From an optimization exercise on the open Yosys and OpenROAD flow, aimed at small area, a short achievable clock period and few clock cycles; shortcuts taken in it are not production practice. Only the layout flow was run in this run; the RTL was not checked for function there.

===== flow/design.v =====
`timescale 1ns / 1ns
module program_counter (address, enable, clear, clk, reset);
output reg [3:0] address;
input wire enable, clear;
input wire clk, reset;
always @ (posedge clk)
  if (reset | clear)
     address <= 4'b0000;
  else if (enable)
     address <= address + 4'b0001;
endmodule
`timescale 1ns / 1ns
module exe_engine (
    input  wire        reset, start, busy,
    input  wire [26:0] instr,
    input  wire        xv, x_last, x_w,
    input  wire [6:0]  x_dest,
    input  wire        w_mem, w_out,
    input  wire [6:0]  wdest,
    output wire        accept, consume, fwd_a, fwd_b, stop_now
);
wire [2:0] op   = instr[26:24];
wire compute    = ~op[2] | (op[1:0] == 2'b00);      
wire is_stop    = (op == 3'b111);
wire r_out      = instr[22];
wire uses_s2    = ~op[2] & ~(op[1] & ~op[0]);       
wire [6:0] s1   = instr[14:8];
wire [6:0] s2   = instr[7:1];
wire x_free = ~xv | x_last;
wire haz = xv & ( x_w & r_out |
                 ~x_w & (~r_out & (s1 == x_dest) | uses_s2 & (s2 == x_dest)));
wire run = ~reset & (busy | start);
assign accept   = run & compute & x_free & ~haz;
assign consume  = accept | run & ~compute & ~is_stop;
assign stop_now = run & is_stop & (~xv | x_last & x_w);
assign fwd_a    = r_out ? w_out : w_mem & (s1 == wdest);
assign fwd_b    = w_mem & (s2 == wdest);
endmodule
`timescale 1ns / 1ns
module output_reg(data, write_data, data_to_write, reset, clk);
output reg [255:0] data;
input wire write_data;
input wire [255:0] data_to_write;
input wire reset, clk;
always @ (posedge clk)
  if (reset)
    data <= 256'b0;
  else if (write_data)
    data <= data_to_write;
endmodule
`timescale 1ns / 1ns
module matrix_mult (
    output wire [255:0] m_out,
    input  wire [255:0] a, z,
    input  wire [95:0]  y, yn
);
genvar r, c;
generate
for (c = 0; c < 4; c = c + 1) begin : col
    for (r = 0; r < 4; r = r + 1) begin : row
        wire [23:0] yc = (r < 2) ? y[c*24 +: 24] : ~yn[c*24 +: 24];
        mac16 u (.x(a[r*64 + c*16 +: 16]), .bo(yc[7:0]), .bt(yc[15:8]), .bn(yc[23:16]),
                 .z(z[r*64 + c*16 +: 16]), .cin(1'b0),
                 .o(m_out[r*64 + c*16 +: 16]));
    end
end
endgenerate
endmodule
module mac16(input [15:0] x, input [7:0] bo, bt, bn, input [15:0] z, input cin, output [15:0] o);
wire p1;
wire p2;
wire p3;
wire p4;
wire p5;
wire p6;
wire p7;
wire p8;
wire p9;
wire p10;
wire p11;
wire p12;
wire p13;
wire p14;
wire p15;
wire p16;
wire p17;
wire p18;
wire p19;
wire p20;
wire p21;
wire p22;
wire p23;
wire p24;
wire p25;
wire p26;
wire p27;
wire p28;
wire p29;
wire p30;
wire p31;
wire p32;
wire p33;
wire p34;
wire p35;
wire p36;
wire p37;
wire p38;
wire p39;
wire p40;
wire p41;
wire p42;
wire p43;
wire p44;
wire p45;
wire p46;
wire p47;
wire p48;
wire p49;
wire p50;
wire p51;
wire p52;
wire p53;
wire p54;
wire p55;
wire p56;
wire p57;
wire p58;
wire p59;
wire p60;
wire p61;
wire p62;
wire p63;
wire p64;
wire p65;
wire p66;
wire p67;
wire p68;
wire p69;
wire p70;
wire p71;
wire p72;
wire s73;
wire c74;
wire s75;
wire c76;
wire s77;
wire c78;
wire s79;
wire c80;
wire s81;
wire c82;
wire s83;
wire c84;
wire s85;
wire c86;
wire s87;
wire c88;
wire s89;
wire c90;
wire s91;
wire c92;
wire s93;
wire c94;
wire s95;
wire c96;
wire s97;
wire c98;
wire s99;
wire c100;
wire s101;
wire c102;
wire s103;
wire c104;
wire s105;
wire c106;
wire s107;
wire c108;
wire s109;
wire c110;
wire s111;
wire c112;
wire s113;
wire c114;
wire s115;
wire c116;
wire s117;
wire c118;
wire s119;
wire c120;
wire s121;
wire c122;
wire s123;
wire c124;
wire s125;
wire c126;
wire s127;
wire c128;
wire s129;
wire c130;
wire s131;
wire c132;
wire s133;
wire c134;
wire s135;
wire c136;
wire s137;
wire c138;
wire s139;
wire c140;
wire s141;
wire c142;
wire s143;
wire c144;
wire s145;
wire c146;
wire s147;
wire c148;
wire s149;
wire c150;
wire s151;
wire c152;
wire s153;
wire c154;
wire s155;
wire c156;
wire s157;
wire c158;
wire s159;
wire c160;
wire s161;
wire c162;
wire s163;
wire c164;
wire s165;
wire c166;
wire s167;
wire c168;
wire s169;
wire c170;
wire s171;
wire c172;
wire s173;
wire c174;
wire s175;
wire c176;
wire s177;
wire c178;
wire s179;
wire c180;
wire s181;
wire c182;
wire s183;
wire c184;
wire s185;
wire c186;
wire s187;
wire c188;
wire s189;
wire c190;
wire s191;
wire c192;
wire s193;
wire c194;
wire s195;
wire c196;
wire s197;
wire c198;
wire s199;
wire c200;
wire s201;
wire c202;
wire s203;
wire c204;
wire s205;
wire c206;
wire s207;
wire c208;
wire s209;
wire c210;
wire s211;
wire c212;
wire s213;
wire c214;
assign p1 = bn[0] ^ ((bo[0] & x[0]) | (bt[0] & 1'b0));
assign p2 = bn[0] ^ ((bo[0] & x[1]) | (bt[0] & x[0]));
assign p3 = bn[0] ^ ((bo[0] & x[2]) | (bt[0] & x[1]));
assign p4 = bn[0] ^ ((bo[0] & x[3]) | (bt[0] & x[2]));
assign p5 = bn[0] ^ ((bo[0] & x[4]) | (bt[0] & x[3]));
assign p6 = bn[0] ^ ((bo[0] & x[5]) | (bt[0] & x[4]));
assign p7 = bn[0] ^ ((bo[0] & x[6]) | (bt[0] & x[5]));
assign p8 = bn[0] ^ ((bo[0] & x[7]) | (bt[0] & x[6]));
assign p9 = bn[0] ^ ((bo[0] & x[8]) | (bt[0] & x[7]));
assign p10 = bn[0] ^ ((bo[0] & x[9]) | (bt[0] & x[8]));
assign p11 = bn[0] ^ ((bo[0] & x[10]) | (bt[0] & x[9]));
assign p12 = bn[0] ^ ((bo[0] & x[11]) | (bt[0] & x[10]));
assign p13 = bn[0] ^ ((bo[0] & x[12]) | (bt[0] & x[11]));
assign p14 = bn[0] ^ ((bo[0] & x[13]) | (bt[0] & x[12]));
assign p15 = bn[0] ^ ((bo[0] & x[14]) | (bt[0] & x[13]));
assign p16 = bn[0] ^ ((bo[0] & x[15]) | (bt[0] & x[14]));
assign p17 = bn[1] ^ ((bo[1] & x[0]) | (bt[1] & 1'b0));
assign p18 = bn[1] ^ ((bo[1] & x[1]) | (bt[1] & x[0]));
assign p19 = bn[1] ^ ((bo[1] & x[2]) | (bt[1] & x[1]));
assign p20 = bn[1] ^ ((bo[1] & x[3]) | (bt[1] & x[2]));
assign p21 = bn[1] ^ ((bo[1] & x[4]) | (bt[1] & x[3]));
assign p22 = bn[1] ^ ((bo[1] & x[5]) | (bt[1] & x[4]));
assign p23 = bn[1] ^ ((bo[1] & x[6]) | (bt[1] & x[5]));
assign p24 = bn[1] ^ ((bo[1] & x[7]) | (bt[1] & x[6]));
assign p25 = bn[1] ^ ((bo[1] & x[8]) | (bt[1] & x[7]));
assign p26 = bn[1] ^ ((bo[1] & x[9]) | (bt[1] & x[8]));
assign p27 = bn[1] ^ ((bo[1] & x[10]) | (bt[1] & x[9]));
assign p28 = bn[1] ^ ((bo[1] & x[11]) | (bt[1] & x[10]));
assign p29 = bn[1] ^ ((bo[1] & x[12]) | (bt[1] & x[11]));
assign p30 = bn[1] ^ ((bo[1] & x[13]) | (bt[1] & x[12]));
assign p31 = bn[2] ^ ((bo[2] & x[0]) | (bt[2] & 1'b0));
assign p32 = bn[2] ^ ((bo[2] & x[1]) | (bt[2] & x[0]));
assign p33 = bn[2] ^ ((bo[2] & x[2]) | (bt[2] & x[1]));
assign p34 = bn[2] ^ ((bo[2] & x[3]) | (bt[2] & x[2]));
assign p35 = bn[2] ^ ((bo[2] & x[4]) | (bt[2] & x[3]));
assign p36 = bn[2] ^ ((bo[2] & x[5]) | (bt[2] & x[4]));
assign p37 = bn[2] ^ ((bo[2] & x[6]) | (bt[2] & x[5]));
assign p38 = bn[2] ^ ((bo[2] & x[7]) | (bt[2] & x[6]));
assign p39 = bn[2] ^ ((bo[2] & x[8]) | (bt[2] & x[7]));
assign p40 = bn[2] ^ ((bo[2] & x[9]) | (bt[2] & x[8]));
assign p41 = bn[2] ^ ((bo[2] & x[10]) | (bt[2] & x[9]));
assign p42 = bn[2] ^ ((bo[2] & x[11]) | (bt[2] & x[10]));
assign p43 = bn[3] ^ ((bo[3] & x[0]) | (bt[3] & 1'b0));
assign p44 = bn[3] ^ ((bo[3] & x[1]) | (bt[3] & x[0]));
assign p45 = bn[3] ^ ((bo[3] & x[2]) | (bt[3] & x[1]));
assign p46 = bn[3] ^ ((bo[3] & x[3]) | (bt[3] & x[2]));
assign p47 = bn[3] ^ ((bo[3] & x[4]) | (bt[3] & x[3]));
assign p48 = bn[3] ^ ((bo[3] & x[5]) | (bt[3] & x[4]));
assign p49 = bn[3] ^ ((bo[3] & x[6]) | (bt[3] & x[5]));
assign p50 = bn[3] ^ ((bo[3] & x[7]) | (bt[3] & x[6]));
assign p51 = bn[3] ^ ((bo[3] & x[8]) | (bt[3] & x[7]));
assign p52 = bn[3] ^ ((bo[3] & x[9]) | (bt[3] & x[8]));
assign p53 = bn[4] ^ ((bo[4] & x[0]) | (bt[4] & 1'b0));
assign p54 = bn[4] ^ ((bo[4] & x[1]) | (bt[4] & x[0]));
assign p55 = bn[4] ^ ((bo[4] & x[2]) | (bt[4] & x[1]));
assign p56 = bn[4] ^ ((bo[4] & x[3]) | (bt[4] & x[2]));
assign p57 = bn[4] ^ ((bo[4] & x[4]) | (bt[4] & x[3]));
assign p58 = bn[4] ^ ((bo[4] & x[5]) | (bt[4] & x[4]));
assign p59 = bn[4] ^ ((bo[4] & x[6]) | (bt[4] & x[5]));
assign p60 = bn[4] ^ ((bo[4] & x[7]) | (bt[4] & x[6]));
assign p61 = bn[5] ^ ((bo[5] & x[0]) | (bt[5] & 1'b0));
assign p62 = bn[5] ^ ((bo[5] & x[1]) | (bt[5] & x[0]));
assign p63 = bn[5] ^ ((bo[5] & x[2]) | (bt[5] & x[1]));
assign p64 = bn[5] ^ ((bo[5] & x[3]) | (bt[5] & x[2]));
assign p65 = bn[5] ^ ((bo[5] & x[4]) | (bt[5] & x[3]));
assign p66 = bn[5] ^ ((bo[5] & x[5]) | (bt[5] & x[4]));
assign p67 = bn[6] ^ ((bo[6] & x[0]) | (bt[6] & 1'b0));
assign p68 = bn[6] ^ ((bo[6] & x[1]) | (bt[6] & x[0]));
assign p69 = bn[6] ^ ((bo[6] & x[2]) | (bt[6] & x[1]));
assign p70 = bn[6] ^ ((bo[6] & x[3]) | (bt[6] & x[2]));
assign p71 = bo[7] & x[0];
assign p72 = (bo[7] & (x[1] ^ (bn[7] & x[0]))) | (bt[7] & x[0]);
assign s73 = p9 ^ p23;
assign c74 = p9 & p23;
assign s75 = p10 ^ p24;
assign c76 = p10 & p24;
assign s77 = p11 ^ p25 ^ p37;
assign c78 = (p11 & p25) | (p11 & p37) | (p25 & p37);
assign s79 = p47 ^ p55;
assign c80 = p47 & p55;
assign s81 = p12 ^ p26 ^ p38;
assign c82 = (p12 & p26) | (p12 & p38) | (p26 & p38);
assign s83 = p48 ^ p56;
assign c84 = p48 & p56;
assign s85 = p13 ^ p27 ^ p39;
assign c86 = (p13 & p27) | (p13 & p39) | (p27 & p39);
assign s87 = p49 ^ p57 ^ p63;
assign c88 = (p49 & p57) | (p49 & p63) | (p57 & p63);
assign s89 = p67 ^ bn[6];
assign c90 = p67 & bn[6];
assign s91 = p14 ^ p28 ^ p40;
assign c92 = (p14 & p28) | (p14 & p40) | (p28 & p40);
assign s93 = p50 ^ p58 ^ p64;
assign c94 = (p50 & p58) | (p50 & p64) | (p58 & p64);
assign s95 = p68 ^ z[13];
assign c96 = p68 & z[13];
assign s97 = p15 ^ p29 ^ p41;
assign c98 = (p15 & p29) | (p15 & p41) | (p29 & p41);
assign s99 = p51 ^ p59 ^ p65;
assign c100 = (p51 & p59) | (p51 & p65) | (p59 & p65);
assign s101 = p69 ^ p71 ^ z[14];
assign c102 = (p69 & p71) | (p69 & z[14]) | (p71 & z[14]);
assign s103 = p16 ^ p30 ^ p42;
assign c104 = (p16 & p30) | (p16 & p42) | (p30 & p42);
assign s105 = p52 ^ p60 ^ p66;
assign c106 = (p52 & p60) | (p52 & p66) | (p60 & p66);
assign s107 = p70 ^ p72 ^ z[15];
assign c108 = (p70 & p72) | (p70 & z[15]) | (p72 & z[15]);
assign s109 = p5 ^ p19;
assign c110 = p5 & p19;
assign s111 = p6 ^ p20;
assign c112 = p6 & p20;
assign s113 = p7 ^ p21 ^ p33;
assign c114 = (p7 & p21) | (p7 & p33) | (p21 & p33);
assign s115 = p43 ^ bn[3];
assign c116 = p43 & bn[3];
assign s117 = p8 ^ p22 ^ p34;
assign c118 = (p8 & p22) | (p8 & p34) | (p22 & p34);
assign s119 = p44 ^ z[7];
assign c120 = p44 & z[7];
assign s121 = s73 ^ p35 ^ p45;
assign c122 = (s73 & p35) | (s73 & p45) | (p35 & p45);
assign s123 = p53 ^ bn[4] ^ z[8];
assign c124 = (p53 & bn[4]) | (p53 & z[8]) | (bn[4] & z[8]);
assign s125 = c74 ^ s75 ^ p36;
assign c126 = (c74 & s75) | (c74 & p36) | (s75 & p36);
assign s127 = p46 ^ p54 ^ z[9];
assign c128 = (p46 & p54) | (p46 & z[9]) | (p54 & z[9]);
assign s129 = c76 ^ s77 ^ s79;
assign c130 = (c76 & s77) | (c76 & s79) | (s77 & s79);
assign s131 = p61 ^ bn[5] ^ z[10];
assign c132 = (p61 & bn[5]) | (p61 & z[10]) | (bn[5] & z[10]);
assign s133 = c78 ^ c80 ^ s81;
assign c134 = (c78 & c80) | (c78 & s81) | (c80 & s81);
assign s135 = s83 ^ p62 ^ z[11];
assign c136 = (s83 & p62) | (s83 & z[11]) | (p62 & z[11]);
assign s137 = c82 ^ c84 ^ s85;
assign c138 = (c82 & c84) | (c82 & s85) | (c84 & s85);
assign s139 = s87 ^ s89 ^ z[12];
assign c140 = (s87 & s89) | (s87 & z[12]) | (s89 & z[12]);
assign s141 = c86 ^ c88 ^ c90;
assign c142 = (c86 & c88) | (c86 & c90) | (c88 & c90);
assign s143 = s91 ^ s93 ^ s95;
assign c144 = (s91 & s93) | (s91 & s95) | (s93 & s95);
assign s145 = c92 ^ c94 ^ c96;
assign c146 = (c92 & c94) | (c92 & c96) | (c94 & c96);
assign s147 = s97 ^ s99 ^ s101;
assign c148 = (s97 & s99) | (s97 & s101) | (s99 & s101);
assign s149 = c98 ^ c100 ^ c102;
assign c150 = (c98 & c100) | (c98 & c102) | (c100 & c102);
assign s151 = s103 ^ s105 ^ s107;
assign c152 = (s103 & s105) | (s103 & s107) | (s105 & s107);
assign s153 = p1 ^ bn[0];
assign c154 = p1 & bn[0];
assign s155 = p3 ^ p17;
assign c156 = p3 & p17;
assign s157 = p4 ^ p18;
assign c158 = p4 & p18;
assign s159 = s109 ^ p31 ^ bn[2];
assign c160 = (s109 & p31) | (s109 & bn[2]) | (p31 & bn[2]);
assign s161 = c110 ^ s111 ^ p32;
assign c162 = (c110 & s111) | (c110 & p32) | (s111 & p32);
assign s163 = c112 ^ s113 ^ s115;
assign c164 = (c112 & s113) | (c112 & s115) | (s113 & s115);
assign s165 = c114 ^ c116 ^ s117;
assign c166 = (c114 & c116) | (c114 & s117) | (c116 & s117);
assign s167 = c118 ^ c120 ^ s121;
assign c168 = (c118 & c120) | (c118 & s121) | (c120 & s121);
assign s169 = c122 ^ c124 ^ s125;
assign c170 = (c122 & c124) | (c122 & s125) | (c124 & s125);
assign s171 = c126 ^ c128 ^ s129;
assign c172 = (c126 & c128) | (c126 & s129) | (c128 & s129);
assign s173 = c130 ^ c132 ^ s133;
assign c174 = (c130 & c132) | (c130 & s133) | (c132 & s133);
assign s175 = c134 ^ c136 ^ s137;
assign c176 = (c134 & c136) | (c134 & s137) | (c136 & s137);
assign s177 = c138 ^ c140 ^ s141;
assign c178 = (c138 & c140) | (c138 & s141) | (c140 & s141);
assign s179 = c142 ^ c144 ^ s145;
assign c180 = (c142 & c144) | (c142 & s145) | (c144 & s145);
assign s181 = c146 ^ c148 ^ s149;
assign c182 = (c146 & c148) | (c146 & s149) | (c148 & s149);
assign s183 = s153 ^ z[0];
assign c184 = s153 & z[0];
assign s185 = c154 ^ p2 ^ z[1];
assign c186 = (c154 & p2) | (c154 & z[1]) | (p2 & z[1]);
assign s187 = s155 ^ bn[1] ^ z[2];
assign c188 = (s155 & bn[1]) | (s155 & z[2]) | (bn[1] & z[2]);
assign s189 = c156 ^ s157 ^ z[3];
assign c190 = (c156 & s157) | (c156 & z[3]) | (s157 & z[3]);
assign s191 = c158 ^ s159 ^ z[4];
assign c192 = (c158 & s159) | (c158 & z[4]) | (s159 & z[4]);
assign s193 = c160 ^ s161 ^ z[5];
assign c194 = (c160 & s161) | (c160 & z[5]) | (s161 & z[5]);
assign s195 = c162 ^ s163 ^ z[6];
assign c196 = (c162 & s163) | (c162 & z[6]) | (s163 & z[6]);
assign s197 = c164 ^ s165 ^ s119;
assign c198 = (c164 & s165) | (c164 & s119) | (s165 & s119);
assign s199 = c166 ^ s167 ^ s123;
assign c200 = (c166 & s167) | (c166 & s123) | (s167 & s123);
assign s201 = c168 ^ s169 ^ s127;
assign c202 = (c168 & s169) | (c168 & s127) | (s169 & s127);
assign s203 = c170 ^ s171 ^ s131;
assign c204 = (c170 & s171) | (c170 & s131) | (s171 & s131);
assign s205 = c172 ^ s173 ^ s135;
assign c206 = (c172 & s173) | (c172 & s135) | (s173 & s135);
assign s207 = c174 ^ s175 ^ s139;
assign c208 = (c174 & s175) | (c174 & s139) | (s175 & s139);
assign s209 = c176 ^ s177 ^ s143;
assign c210 = (c176 & s177) | (c176 & s143) | (s177 & s143);
assign s211 = c178 ^ s179 ^ s147;
assign c212 = (c178 & s179) | (c178 & s147) | (s179 & s147);
assign s213 = c180 ^ s181 ^ s151;
assign c214 = (c180 & s181) | (c180 & s151) | (s181 & s151);
wire [15:0] ra = {c212, c210, c208, c206, c204, c202, c200, c198, c196, c194, c192, c190, c188, c186, c184, s183};
wire [15:0] rb = {s213, s211, s209, s207, s205, s203, s201, s199, s197, s195, s193, s191, s189, s187, s185, cin};
assign o = ra + rb;
endmodule
`timescale 1ns / 1ns
module matrix_cpu (
    input  wire         clk,
    input  wire         reset,
    input  wire         start,
    output wire         done,
    output wire [3:0]   imem_addr,
    input  wire [26:0]  imem_data,
    output wire [6:0]   mem_rd1_addr,
    input  wire [255:0] mem_rd1_data,
    output wire [6:0]   mem_rd2_addr,
    input  wire [255:0] mem_rd2_data,
    output wire         mem_we,
    output wire [6:0]   mem_waddr,
    output wire [255:0] mem_wdata
);
wire [255:0] out_q;         
reg  [255:0] opa;           
reg  [95:0]  ycur;          
reg  [95:0]  ycurn;         
reg  [191:0] ynext;         
function [23:0] booth;
    input [15:0] y;
    integer d;
    reg [16:0] yy;
    begin
        yy = {y, 1'b0};
        for (d = 0; d < 8; d = d + 1) begin
            booth[d]      = yy[2*d+1] ^ yy[2*d];                        
            booth[8 + d]  = (yy[2*d+2 -: 3] == 3'b011) | (yy[2*d+2 -: 3] == 3'b100);  
            booth[16 + d] = yy[2*d+2];                                   
        end
    end
endfunction
reg  [255:0] zr;            
reg  [255:0] res;           
reg          busy;          
wire [3:0]   pc;
reg          xv;            
reg          c_mul;
reg          x_w;
reg  [6:0]   x_dest;
reg  [1:0]   k;             
reg          w_mem, w_out;
reg  [6:0]   wdest;
wire x_last = ~c_mul | (k == 2'd3);
wire        accept, consume, fwd_a, fwd_b, stop_now;
exe_engine ctl (
    .reset(reset), .start(start), .busy(busy), .instr(imem_data),
    .xv(xv), .x_last(x_last), .x_w(x_w), .x_dest(x_dest),
    .w_mem(w_mem), .w_out(w_out), .wdest(wdest),
    .accept(accept), .consume(consume), .fwd_a(fwd_a), .fwd_b(fwd_b),
    .stop_now(stop_now)
);
program_counter pcr (.address(pc), .clk(clk), .reset(reset),
                     .clear(~busy & ~start | stop_now),
                     .enable(consume));
assign imem_addr    = pc;
assign mem_rd1_addr = imem_data[14:8];
assign mem_rd2_addr = imem_data[7:1];
wire [2:0] op   = imem_data[26:24];
wire i_add = (op == 3'b000);
wire i_sub = (op == 3'b001);
wire i_scl = (op == 3'b010);
wire i_mul = (op == 3'b011);
wire i_tr  = (op == 3'b100);
wire [255:0] s1 = fwd_a ? res : (imem_data[22] ? out_q : mem_rd1_data);
wire [255:0] s2 = fwd_b ? res : mem_rd2_data;
wire [255:0] mac_out;
genvar r, c, j;
generate
for (r = 0; r < 4; r = r + 1) begin : g_r
    for (c = 0; c < 4; c = c + 1) begin : g_c
        always @(posedge clk)
            opa[r*64 + c*16 +: 16] <= ~accept ? opa[r*64 + ((c+1)%4)*16 +: 16] :
                                      (i_add | i_sub) ? s2[r*64 + c*16 +: 16] :
                                      s1[r*64 + c*16 +: 16];
        always @(posedge clk)
            zr[r*64 + c*16 +: 16] <= ~accept ? mac_out[r*64 + c*16 +: 16] :
                                     (i_add | i_sub) ? s1[r*64 + c*16 +: 16] :
                                     i_tr ? s1[c*64 + r*16 +: 16] : 16'd0;
    end
end
wire [23:0] y_const = i_scl ? booth({8'b0, imem_data[7:0]}) :
                      i_add ? 24'h000001 :
                      i_sub ? 24'hFF0001 : 24'd0;
for (c = 0; c < 4; c = c + 1) begin : g_y
    wire [23:0] y_first = ~i_mul ? y_const :
                          fwd_b ? booth(res[c*64 + c*16 +: 16]) :
                          booth(mem_rd2_data[c*64 + c*16 +: 16]);
    wire [23:0] y_next = accept ? y_first : booth(ynext[c*48 +: 16]);
    always @(posedge clk) begin
        ycur[c*24 +: 24]  <= y_next;
        ycurn[c*24 +: 24] <= ~y_next;
    end
    for (j = 1; j < 4; j = j + 1) begin : g_yj
        always @(posedge clk)
            ynext[c*48 + (j-1)*16 +: 16] <= accept ? s2[((c+j)%4)*64 + c*16 +: 16] :
                                            (j < 3) ? ynext[c*48 + j*16 +: 16] : 16'd0;
    end
end
endgenerate
always @(posedge clk) begin
    if (accept) begin
        c_mul    <= i_mul;
        x_w      <= imem_data[23];
        x_dest   <= imem_data[21:15];
    end
end
matrix_mult mm (.m_out(mac_out), .a(opa), .y(ycur), .yn(ycurn), .z(zr));
always @(posedge clk)
    res <= mac_out;
always @(posedge clk) begin
    if (reset) begin
        busy   <= 1'b0;
        xv     <= 1'b0;
        w_mem  <= 1'b0;
        w_out  <= 1'b0;
        k      <= 2'd0;
    end else begin
        busy   <= (busy | start) & ~stop_now;
        xv     <= accept | xv & ~x_last;
        w_mem  <= xv & x_last & ~x_w;
        w_out  <= xv & x_last & x_w;
        if (xv & c_mul) k <= k + 2'd1;
    end
end
always @(posedge clk)
    if (xv & x_last) wdest <= x_dest;
output_reg outr (.data(out_q), .write_data(w_out), .data_to_write(res),
                 .reset(reset), .clk(clk));
assign done      = ~busy;
assign mem_we    = w_mem;
assign mem_waddr = wdest;
assign mem_wdata = res;
endmodule

===== flow/flow/run.sh =====
#!/bin/bash
set -euo pipefail
export SETUP_SLACK_MARGIN=6.0
export BUFFER_PORTS_ARGS="-buffer_cell sky130_fd_sc_hd__buf_1"
bash standard.sh > make.log 2>&1

===== flow/standard.sh =====
#!/bin/bash
# synth_recipe.tcl (not shown) runs the flow's synth.tcl, then flattens the netlist and writes it again
# the make line also repeats each setting of config.mk as NAME=value (left out here)
make -C /OpenROAD-flow-scripts/flow DESIGN_CONFIG=/design/flow/config.mk WORK_HOME=/design/flow/orfs CLKGATE_MAP_FILE= SYNTH_SCRIPT=/design/flow/synth_recipe.tcl "${@:-finish}"

===== flow/config.mk =====
export PLATFORM = sky130hd
export DESIGN_NAME = matrix_cpu
export DESIGN_NICKNAME = matrix_cpu
export VERILOG_FILES = /design/flow/design.v
export SDC_FILE = /design/flow/constraint.sdc
export NUM_CORES = 8
export LEC_CHECK = 0
export CAP_MARGIN = 10
export CORE_MARGIN = 2
export CORE_UTILIZATION = 55
export CTS_CLUSTER_DIAMETER = 90
export CTS_CLUSTER_SIZE = 22
export SLEW_MARGIN = 10

===== flow/constraint.sdc =====
create_clock -name core_clock -period 11.0 [get_ports {clk}]
set_input_delay 2.2000 -clock core_clock [delete_from_list [all_inputs] [get_ports {clk}]]
set_output_delay 2.2000 -clock core_clock [all_outputs]
set_load 0.01 [all_outputs]

==> metrics.md <==
| Metric | Value |
|---|---|
| Status | failed layout checks |
| SO Viols | capacitance limit, slew limit |
| # rows | 165 |
| Slew @ Worst Pin | 1.530 ns |
| Critical Path Max Stage Delay | 1.21 ns |
| Setup TNS | 0 ns |
| Hold Buf Count CTS | 0 |
| Syn_nets | 14,988 |
| F_max | 193.3 MHz |
| Worst slew margin | -2.687% |
| # nets final | 15,508 |
| Post-synthesis register bit count | 1,434 |
| Total routed wirelength | 595,500 µm |
| Post-synthesis instance total | 13,078 |
| Vias/cell | 6.686 |
| GPL Wtd Cong | 1.123 |
| CTS Sinks | 1,434 |
| Worst-skew pair later-pin latency | 0.86 ns |
| Distinct cells, synth | 74 |
| CP max FO | 52 |
| Setup CP Type | primary input to register |
| Clock transition at the registers of the reported paths | 0.09 ns |
| TritonRoute pass-1 iters | 11 |
| Initial DRC Count | 18,417 |
| CTS tree | yes |
| Root buf cell | clkbuf_16 |
| Avg Cell Area, Syn | 8.586 µm² |
| Leading cell type in the layout, fill and taps excluded | inv_1 |
| Post-detailed-route count of antenna-violating nets | 0 |
| Period minus WS final | 5.174 ns |
| Filler cell count | 17,678 |
| Slowest CP cell | o21ai_1 |
| Die span in y | 455.8 µm |
| Pins Over Slew Limit | 8 |
| RSZ-0062 raised after global routing | true |
| Per-cell routed wire length | 36.33 µm |
| Dpl hpwl | 435,200 µm |
| Clock skew | 0.05607 ns |
| Most frequent cells in the layout | inv_1, dfxtp_1, nor2_1 |
| Worst r2r src | ycurn[1] |
| Clock Tree Buf Depth | 3 |
| Antenna violations before repair | 97 |
| Die ar. | 207,800 µm² |
| Initial Util | 55.44% |
| First-pass GRT wire length | 801,600 µm |
| Layout cells sized above 1 | 8.801% |
| Placed insts | 15,860 |
| Gr usage total | 54.52% |
| Most used flip-flop cell after synthesis | dfxtp_1 |
| Final Hold Slack | 0.4439 ns |
| Reg-to-reg slack, setup | 5.91 ns |
| Number of CTS-inserted buffers | 95 |
| Hold endpoint | ynext[117] |
| R2r worst-path depth | 15 |
| Multi-input gate area | 74,240 µm² |
| Hold Path Depth | 2 |
| GRT Residual Overflow | 0 |
| Maxcap violations | 2 |
| Largest net degree at the start of global routing | 182 |
| CP arrival | 5.95 ns |
| Hold Crit Class | register to register |
| Cell breakdown of the critical path | clkbuf_8 > buf_4 > buf_6 > mux2i_1 > o21ai_1 > a221oi_2 > nor2_1 |
| Worst Setup End Kind | register |
| Register area | 29,210 µm² |
| Mapped Area | 112,300 µm² |
| HP Start | ynext[133] |
| DR vias | 109,598 |
| Pre-CTS setup slack | 4.492 ns |
| Area growth syn-to-layout | 12.45% |
| DRC | 0 |
| Hold violation count in the final report | 0 |
| I/O pins | 825 |
| Crit Reg-Reg Endpoint | zr[201] |
| Count of input and output buffers | 824 |
| Startpoint Class | primary input |
| Core area | 202,500 µm² |
| Setup ws final | 5.826 ns |
| Asr flop ratio synth | 0% |
| Vias in the first global route | 102,458 |
| Seq/Total Area, Yosys | 25.71% |
| Fin cells | 16,392 |
| CP Data Required Time | 11.78 ns |
| YS warnings | 3 |
| H-tree depth | 3 |
| Final Cycle Share | 47.04% |
| Number of synthesized flops with an enable pin | 16 |
| Chip width | 455.8 µm |
| # setup viols final | 0 |
critical path, delay by kind of cell:
family                 cells  cell delay, ns
buffers and inverters      3            1.56
AOI/OAI and AO/OA          2            1.56
muxes                      1            0.26
and+or+nand+nor            1            0.22
layout make-up:
class                   instances  area share, %
inverters                    1667          5.202
diodes                         63         0.1249
repair inverters                1       0.003964
well taps                    2672          2.648
repair buffers               1390          7.637
flip-flops and latches       1434          23.13
multi-input cells            9009          58.79
clock inverters                53         0.5440
clock buffers                 103          1.914
worst max path at each step:
stage	from	endpoint	cells past startpoint
after floorplan	ycurn[32]	zr[158]	19
after global placement	imem_data[22]	zr[36]	9
after detailed placement	imem_data[22]	zr[36]	9
after CTS	ycur[48]	zr[111]	18
after global routing	opa[148]	zr[159]	17
final	imem_data[22]	zr[137]	7
sequential cells by signal (all words and copies together) (netlist names), 2 cells and up:
| register | flops |
|---|---|
| k | 2 |
| opa | 256 |
| outr.data | 256 |
| pcr.address | 4 |
| res | 256 |
| wdest | 7 |
| x_dest | 7 |
| ycur | 96 |
| ycurn | 96 |
| ynext | 192 |
| zr | 256 |
synth_stat cells, types with 58 or more instances:
cell	number	area share [%]
nor3_1	61	0.27
a21o_1	81	0.54
a221o_1	58	0.52
nand2b_1	79	0.44
o22ai_1	524	2.9
nand3_1	60	0.27
buf_1	156	0.52
buf_4	66	0.44
nor2_1	1083	3.6
fa_1	768	14
buf_2	142	0.63
nand2_1	910	3.0
o21ai_0	589	2.6
a21oi_1	531	2.4
a221oi_1	69	0.54
o21a_1	175	1.2
a22oi_1	506	3.4
inv_1	1631	5.5
xnor2_1	1107	8.6
a211oi_1	73	0.49
xor2_1	380	3.0
mux2i_1	787	7.0
nor2b_1	61	0.34
clkbuf_1	598	2.0
dfxtp_1	1418	25
ha_1	600	6.7
per-layer routing:
layer  up-vias  track usage, %  share of wire [%]
met4        44           47.48                 12
li1      44390               -                  -
met2      9781           73.44                 38
met3      2863           25.26                 17
met1     52520           64.64                 34
met5         -           1.171              0.065
cell families (layout without fill, tap and decap cells):
kind of cell	count (synthesis)	in the layout	synth area share (%)
AND/OR/NAND/NOR	2359	2359	8.587
adder cells (fa/ha/maj)	1368	1368	20.38
XOR/XNOR	1495	1495	11.76
multiplexers	803	803	7.176
other	0	63	0
AO/OA/AOI/OAI	2984	2984	17.17
flip-flops	1434	1434	25.71
buffers and inverters	2635	3214	9.216
metrics by stage:
step	area, µm²	utilization [%]
floorplan	112300	-
global placement	116800	57.66
detailed placement	116800	57.67
CTS	122600	60.55
global route	126200	62.29
finish	126300	62.35
repair_timing:
item                                    4_1_cts  5_1_grt
buffers inserted                            110      162
pin swaps                                    13      121
gates resized for setup                     343      402
endpoints found under the setup margin      425      225
gates cloned                                 19       20

==> static timing again, ports no longer ideal <==
In the flow no input, the clock included, has a driving cell. The finished layout below was timed again as built, in two steps. Step 1 assumes that a clkbuf_16 drives the clock port and a buf_2 every other input. Step 2 also shifts input and output timing later by t, the mid clock arrival at the registers, as if the neighbouring blocks saw the same clock. Slacks: no drivers / after step 1 / after step 2; pairs: no drivers / after step 1.
t (ns): 0.946
slack for setup (ns): 5.826 / 5.898 / 4.953
worst data-port slew with drivers (ns): 0.20
pins driven straight from the clock port: 1
The setup slack of this run moves by +0.072 ns with the drivers and by -0.873 ns with both steps.
